Background: an optimization exercise with open tools, aiming at small area and a short achievable clock period. Do not read the settings as production practice. RTL that was checked went through simulation tests only; none was proved equivalent to the original. Only the layout flow was run in run 2; the RTL was not checked for function there.

## flow/design.v (module list and top-level ports; edited modules follow where they fit)
// module IEEE754_Mult: 1031 lines
// module fa: 4 lines
module IEEE754_Mult
(
	input clock,
	input resetn,
	input [31:0] a,
	input [31:0] b,
	output [31:0] y
);
  // ...
==> flow/flow/run.sh <==
#!/bin/bash
set -euo pipefail
bash standard.sh SETUP_SLACK_MARGIN=7 TNS_END_PERCENT=1 "BUFFER_PORTS_ARGS=-buffer_cell sky130_fd_sc_hd__buf_2"  finish > standard.log 2>&1
==> flow/standard.sh <==
#!/bin/bash
# synth_recipe.tcl (not shown) runs the flow's synth.tcl, then flattens the netlist and writes it again
# the make line also repeats each setting of config.mk as NAME=value (left out here)
make -C /OpenROAD-flow-scripts/flow DESIGN_CONFIG=/design/flow/config.mk WORK_HOME=/design/flow/orfs CLKGATE_MAP_FILE= SYNTH_SCRIPT=/design/flow/synth_recipe.tcl "${@:-finish}"
==> flow/config.mk <==
export PLATFORM = sky130hd
export DESIGN_NAME = IEEE754_Mult
export DESIGN_NICKNAME = IEEE754_Mult
export VERILOG_FILES = /design/flow/design.v
export SDC_FILE = /design/flow/constraint.sdc
export NUM_CORES = 4
export LEC_CHECK = 0
export CAP_MARGIN = 20
export CORE_MARGIN = 2
export CORE_UTILIZATION = 40
export CTS_BUF_LIST = sky130_fd_sc_hd__clkbuf_16
export CTS_CLUSTER_DIAMETER = 400
export CTS_CLUSTER_SIZE = 60
export SETUP_SLACK_MARGIN = 5
export SLEW_MARGIN = 20
export SYNTH_HIERARCHICAL = 1
==> flow/constraint.sdc <==
create_clock -name core_clock -period 11.0 [get_ports {clock}]
set_input_delay 2.2000 -clock core_clock [delete_from_list [all_inputs] [get_ports {clock}]]
set_output_delay 2.2000 -clock core_clock [all_outputs]
set_load 0.01 [all_outputs]
==> impl_metrics.tcl, run 1 <==
set metrics [dict create \
    status "timing/DRC/antenna clean" \
    inverters 77 \
    nClkBuffers 17 \
    grt_max_degree 33 \
    overflow 0 \
    ys_top_cells_by_area "fa_1 (33%), xnor2_1 (16%), dfxtp_1 (14%)" \
    multiInputGateArea_um2 13300 \
    startpoint "bg2$_DFF_P_" \
    row_count 73 \
    cts_resized 30 \
    regArea_um2 2320 \
    synthFlopType "dfxtp_1" \
    highest_layer "met5" \
    buffer_area_share_pct 6.62 \
    synth-xor-area-share_pct 17.9 \
    r2r-end "bg0$_DFF_P_" \
    wl_met2_um 22800 \
    drt_iter0_drc 1159 \
    max_cap_viol_count 0 \
    cpPeakStageDelay_ns 0.36 \
    hold_buffers 0 \
    worst-path-buf-inv 3 \
    path_class "reg -> out" \
    globalplace.congestion 0.867 \
    tightest_slew_ns 0.771 \
    cp_data_required_time_ns 8.80 \
    yosysTopAreaCellShare_pct 32.6 \
    whs_ns 0.327 \
    multi_input_cells 1221 \
    fin_skew_ns 0.0171 \
    fmax_mhz 216 \
    synth.mux.area_fraction_pct 0.622 \
    min_from "e1[6]$_DFF_P_" \
    track_usage_pct 23.8 \
    start_kind "flip-flop" \
    grt_use_met1_pct 32.0 \
    setup_viol 0 \
]
==> inputs of run 2 (changes only) <==
--- a/flow/design.v
+++ b/flow/design.v
@@ -989,45 +989,50 @@
 		bg2 <= b2_s[5];
 		bp2 <= &({c885, c883, c881, c879, c877} ^ {s886, s884, s882, s880, s878});
 		bs3 <= b3_s[4:0];
 		bg3 <= b3_s[5];
 		bp3 <= &({c895, c893, c891, c889, c887} ^ {s896, s894, s892, s890, s888});
 		bs4 <= b4_s[4:0];
 	end
 	wire cb0 = lg1 | (lp1 & lg0);
-	wire r0_0 = bs0[0] ^ cb0;
-	wire r0_1 = bs0[1] ^ (cb0 & (&bs0[0:0]));
-	wire r0_2 = bs0[2] ^ (cb0 & (&bs0[1:0]));
-	wire r0_3 = bs0[3] ^ (cb0 & (&bs0[2:0]));
-	wire r0_4 = bs0[4] ^ (cb0 & (&bs0[3:0]));
+	wire [4:0] bi0 = bs0 + 5'd1;
+	wire r0_0 = cb0 ? bi0[0] : bs0[0];
+	wire r0_1 = cb0 ? bi0[1] : bs0[1];
+	wire r0_2 = cb0 ? bi0[2] : bs0[2];
+	wire r0_3 = cb0 ? bi0[3] : bs0[3];
+	wire r0_4 = cb0 ? bi0[4] : bs0[4];
 	wire cb1 = bg0 | (cb0 & bp0);
-	wire r1_0 = bs1[0] ^ cb1;
-	wire r1_1 = bs1[1] ^ (cb1 & (&bs1[0:0]));
-	wire r1_2 = bs1[2] ^ (cb1 & (&bs1[1:0]));
-	wire r1_3 = bs1[3] ^ (cb1 & (&bs1[2:0]));
-	wire r1_4 = bs1[4] ^ (cb1 & (&bs1[3:0]));
+	wire [4:0] bi1 = bs1 + 5'd1;
+	wire r1_0 = cb1 ? bi1[0] : bs1[0];
+	wire r1_1 = cb1 ? bi1[1] : bs1[1];
+	wire r1_2 = cb1 ? bi1[2] : bs1[2];
+	wire r1_3 = cb1 ? bi1[3] : bs1[3];
+	wire r1_4 = cb1 ? bi1[4] : bs1[4];
 	wire cb2 = bg1 | (cb1 & bp1);
-	wire r2_0 = bs2[0] ^ cb2;
-	wire r2_1 = bs2[1] ^ (cb2 & (&bs2[0:0]));
-	wire r2_2 = bs2[2] ^ (cb2 & (&bs2[1:0]));
-	wire r2_3 = bs2[3] ^ (cb2 & (&bs2[2:0]));
-	wire r2_4 = bs2[4] ^ (cb2 & (&bs2[3:0]));
+	wire [4:0] bi2 = bs2 + 5'd1;
+	wire r2_0 = cb2 ? bi2[0] : bs2[0];
+	wire r2_1 = cb2 ? bi2[1] : bs2[1];
+	wire r2_2 = cb2 ? bi2[2] : bs2[2];
+	wire r2_3 = cb2 ? bi2[3] : bs2[3];
+	wire r2_4 = cb2 ? bi2[4] : bs2[4];
 	wire cb3 = bg2 | (cb2 & bp2);
-	wire r3_0 = bs3[0] ^ cb3;
-	wire r3_1 = bs3[1] ^ (cb3 & (&bs3[0:0]));
-	wire r3_2 = bs3[2] ^ (cb3 & (&bs3[1:0]));
-	wire r3_3 = bs3[3] ^ (cb3 & (&bs3[2:0]));
-	wire r3_4 = bs3[4] ^ (cb3 & (&bs3[3:0]));
+	wire [4:0] bi3 = bs3 + 5'd1;
+	wire r3_0 = cb3 ? bi3[0] : bs3[0];
+	wire r3_1 = cb3 ? bi3[1] : bs3[1];
+	wire r3_2 = cb3 ? bi3[2] : bs3[2];
+	wire r3_3 = cb3 ? bi3[3] : bs3[3];
+	wire r3_4 = cb3 ? bi3[4] : bs3[4];
 	wire cb4 = bg3 | (cb3 & bp3);
-	wire r4_0 = bs4[0] ^ cb4;
-	wire r4_1 = bs4[1] ^ (cb4 & (&bs4[0:0]));
-	wire r4_2 = bs4[2] ^ (cb4 & (&bs4[1:0]));
-	wire r4_3 = bs4[3] ^ (cb4 & (&bs4[2:0]));
-	wire r4_4 = bs4[4] ^ (cb4 & (&bs4[3:0]));
+	wire [4:0] bi4 = bs4 + 5'd1;
+	wire r4_0 = cb4 ? bi4[0] : bs4[0];
+	wire r4_1 = cb4 ? bi4[1] : bs4[1];
+	wire r4_2 = cb4 ? bi4[2] : bs4[2];
+	wire r4_3 = cb4 ? bi4[3] : bs4[3];
+	wire r4_4 = cb4 ? bi4[4] : bs4[4];
 	wire [24:0] m2 = {r4_4, r4_3, r4_2, r4_1, r4_0, r3_4, r3_3, r3_2, r3_1, r3_0, r2_4, r2_3, r2_2, r2_1, r2_0, r1_4, r1_3, r1_2, r1_1, r1_0, r0_4, r0_3, r0_2, r0_1, r0_0};
 	wire [7:0]  e2p1 = e2 + 8'd1;
 	wire [7:0]  ey = m2[24] ? e2p1 : e2;
 	wire [22:0] my = m2[24] ? m2[23:1] : m2[22:0];
 	assign y = z2 ? 32'h00000000 : {s2, ey, my};
 endmodule
 module fa (input a, input b, input c, output s, output co);
 	assign s = a ^ b ^ c;
==> flow/config.mk (replaced) <==
export PLATFORM = sky130hd
export DESIGN_NAME = IEEE754_Mult
export DESIGN_NICKNAME = IEEE754_Mult
export VERILOG_FILES = /design/flow/design.v
export SDC_FILE = /design/flow/constraint.sdc
export NUM_CORES = 4
export LEC_CHECK = 0
export CAP_MARGIN = 20
export CORE_MARGIN = 2
export CORE_UTILIZATION = 40
export CTS_BUF_LIST = sky130_fd_sc_hd__clkbuf_4 sky130_fd_sc_hd__clkbuf_8
export SETUP_SLACK_MARGIN = 5
export SLEW_MARGIN = 20
export SYNTH_HIERARCHICAL = 1
==> run 2 against run 1 <==
Global-route usage rose by 1.0 points. Design area decreased by 1.3%. Wire length up 4.2%. Count of clock-buffer cells in the layout is 1 higher. Sequential share of layout area rose by 0.18 points. Synthesized area grew 0.55%. Non-clock buffer count decreased by 5. Critical path type unchanged. Largest cell class unchanged.
==> impl_metrics.tcl, run 2 <==
set metrics [dict create \
    tightest_slew_ns 0.612 \
    nNetsFinal 2036 \
    overflow 0 \
    fp.dieH_um 205 \
    first_pass_iters 6 \
    synth-seq-area-share_pct 14.1 \
    fin_skew_ns 0.0255 \
    yosysUniqueCellTypes 53 \
    max_cap_viol_count 0 \
    path_class "reg -> out" \
    holdPathEnd "e2[7]$_DFF_P_" \
    cpMaxStageDelayCell "or4_4" \
    min_path_type "reg -> reg" \
    post-route-min-period_ns 4.74 \
    synth-edff-count 0 \
    rr_startpoint "ma[10]$_DFF_P_" \
    final_max_slew_viol_count 0 \
    syn_to_final_growth_pct 11.8 \
    cts_tree "done" \
    reg2reg_slack_ns 6.32 \
    clk_latency_ns 0.47 \
    synthFlopType "dfxtp_1" \
    start_util_pct 40.6 \
    dp_hpwl_um 33300 \
    yosys-top-cells-count "xnor2_1 (299), a22oi_1 (263), fa_1 (262)" \
    reg.largest.list "ma (23), one (12), two (12)" \
    cpPeakStageDelay_ns 0.51 \
    track_usage_pct 24.8 \
    r2r-end "lg1$_DFF_P_" \
    row_count 73 \
    status "timing/DRC/antenna clean" \
    grt_max_degree 41 \
    yosysTopAreaCell "fa_1" \
    worst-path-buf-inv 3 \
    cts.sinks 114 \
    whs_ns 0.319 \
    start_kind "flip-flop" \
    layout_commonest_cell "xnor2_1" \
    synth_area_um2 16200 \
    nFillCells 3807 \
    synth_cells 1582 \
    slew_headroom_pct 59.2 \
    syn_avg_cell_area_um2 10.2 \
    core_region_area_um2 39800 \
    cp_data_required_time_ns 8.80 \
    most-common-layout-cells "xnor2_1 (298), fa_1 (240), a22oi_1 (234), dfxtp_1 (97), buf_2 (97)" \
    yosysTopAreaCellShare_pct 32.4 \
    regMostFlops "ma" \
    drive_gt1_share_pct 17.9 \
    grt_pass1_wl_um 79100 \
    drt_iter0_drc 1207 \
    antenna_found_initial 0 \
    vias_per_cell 5.96 \
    drc 0 \
    num_vias 12825 \
    setup_viol 0 \
    path_cells "a211oi_2 -> buf_4 -> o21ai_4 -> o211ai_4 -> xor2_4 -> buf_12 -> or4_4 -> a21oi_2 -> buf_2" \
    ys_seq_elements 114 \
    crit_family "compound AO/OA/AOI/OAI gates" \
    antenna_cells 0 \
    largest_reg_flops 23 \
    io_pins 98 \
    clock_path_buffers 2 \
    ys_top_cells_by_area "fa_1 (32%), xnor2_1 (16%), dfxtp_1 (14%)" \
    io_buffers 97 \
    syn_nets 2004 \
    synth.most_common_cell "xnor2_1" \
    clk_pin_slew_worst_paths_ns 0.08 \
    htree_levels 4 \
    multiInputGateArea_um2 13400 \
    crit_fanout 6 \
    endpoint_kind "output port" \
    cts_inserted_buffers 17 \
    min_path_cells 0 \
    r2r_cells 14 \
    crit_arrival_ns 2.54 \
    drt_wl_total_um 51000 \
    setup_tns_ns 0 \
    die_area_um2 42100 \
    final_hold_viol_count 0 \
    clockRootBuffer "clkbuf_8" \
    regArea_um2 2320 \
    fmax_mhz 211 \
    min_from "e1[7]$_DFF_P_" \
    globalplace.congestion 0.873 \
    rsz0062_at_grt "yes" \
    min_period_over_period_pct 43.1 \
    hold_buffers 0 \
    die_w_um 205 \
    ant_nets 0 \
    yosys_warnings 7 \
    grt_pass1_vias 13530 \
    wl_per_cell_um 23.7 \
    ys_async_sr_fraction_pct 0 \
]
[run 2: routing by layer]
layer | GRT usage, % | up-vias | routed length (um)
met4 | 7.50 | 0 | 1150
met3 | 4.68 | 100 | 4660
li1 | - | 5508 | -
met2 | 39.5 | 726 | 23500
met5 | 0 | - | 0
met1 | 34.2 | 6491 | 21700
[run 2: worst max-delay path by stage]
stage	start	endpoint	slack [ns]	depth (start not counted)
final	bg0$_DFF_P_	y[30]	6.26	9
after global routing	lp1$_DFF_P_	y[30]	6.18	9
after CTS	lp1$_DFF_P_	y[30]	6.17	9
after detailed placement	bo[3]$_DFF_P_	bs1[4]$_DFF_P_	6.20	14
after global placement	bg0$_DFF_P_	y[11]	6.25	8
after floorplan	ma[10]$_DFF_P_	bs1[4]$_DFF_P_	6.87	16
[run 2: Yosys stat by module (local to each module, per instance)]
module / cells inside / flops+latches / copies in the design
fa: 1 / 0 / 256
IEEE754_Mult: 1326 / 114 / 1
[run 2: worst register-to-register path, delay by kind of cell, from the launching register on]
family                   cells  cell delay (ns)
XOR/XNOR                     1             0.22
flip-flops                   1             0.31
buffers and inverters        1             0.39
adder cells (fa/ha/maj)      5             2.13
AND/OR/NAND/NOR              1             0.08
AO/OA/AOI/OAI                6             1.43
[run 2: logic make-up (layout without fill, tap and decap cells)]
group / Yosys count / in the layout / share of synthesized area, %
AOI/OAI and AO/OA: 385 / 385 / 17.1
adders and majority gates: 356 / 356 / 39.7
xor gates and xnor gates: 328 / 330 / 17.8
buffers and inverters: 221 / 263 / 5.34
and+or+nand+nor: 173 / 173 / 5.67
muxes: 5 / 5 / 0.340
DFF: 114 / 114 / 14.1
[run 2: per-stage QoR]
stage	std cells	util, %	cell area, um2	setup slack [ns]
after CTS	2148	45.2	18000	6.17
after global routing	2151	45.5	18100	6.18
after global placement	2109	43.6	17400	6.25
after detailed placement	2109	43.6	17400	6.20
after floorplan	1582	-	16800	6.87
final	2151	45.5	18100	6.26
[run 2: final cells by class]
type                            instances  share of cell area (%)
Clock buffer                           18                    1.33
Clock inverter                         13                    1.02
Inverter                               72                    1.49
Multi-Input combinational cell       1249                    74.0
Sequential cell                       114                    12.8
Tap cell                              525                    3.63
Timing Repair Buffer                  160                    5.63
[run 2: what timing repair did]
item	CTS	global route
resized for setup	18	21
pin swaps	6	6
setup buffers	5	2
endpoints found under the setup margin	56	59
cloned	3	1

==> re-timing with driven ports <==
No port has a modelled driver above. Below, the same layouts with a new extraction and two added sets of constraints.
Step 1 sets driving cells, clkbuf_16 on the clock port and buf_2 on the other inputs (assumed; they add their load-dependent delay and slew).
Step 2 moves the port delays by t, midway between the first and last clock arrival at a register: inputs arrive t later, outputs are due t later. That takes back most of the time a late clock gives input paths.
Slacks: ideal ports / drivers / drivers and shift; pairs: ideal ports / drivers.
run	t (ns)	setup WS [ns]	worst setup path at the end	cell pins on the clock port's net
run 1	0.460	6.372 / 6.329 / 6.433	register to register	1
run 2	0.500	6.261 / 6.219 / 6.324	register to register	1
After both steps setup and hold are still met in every run listed.
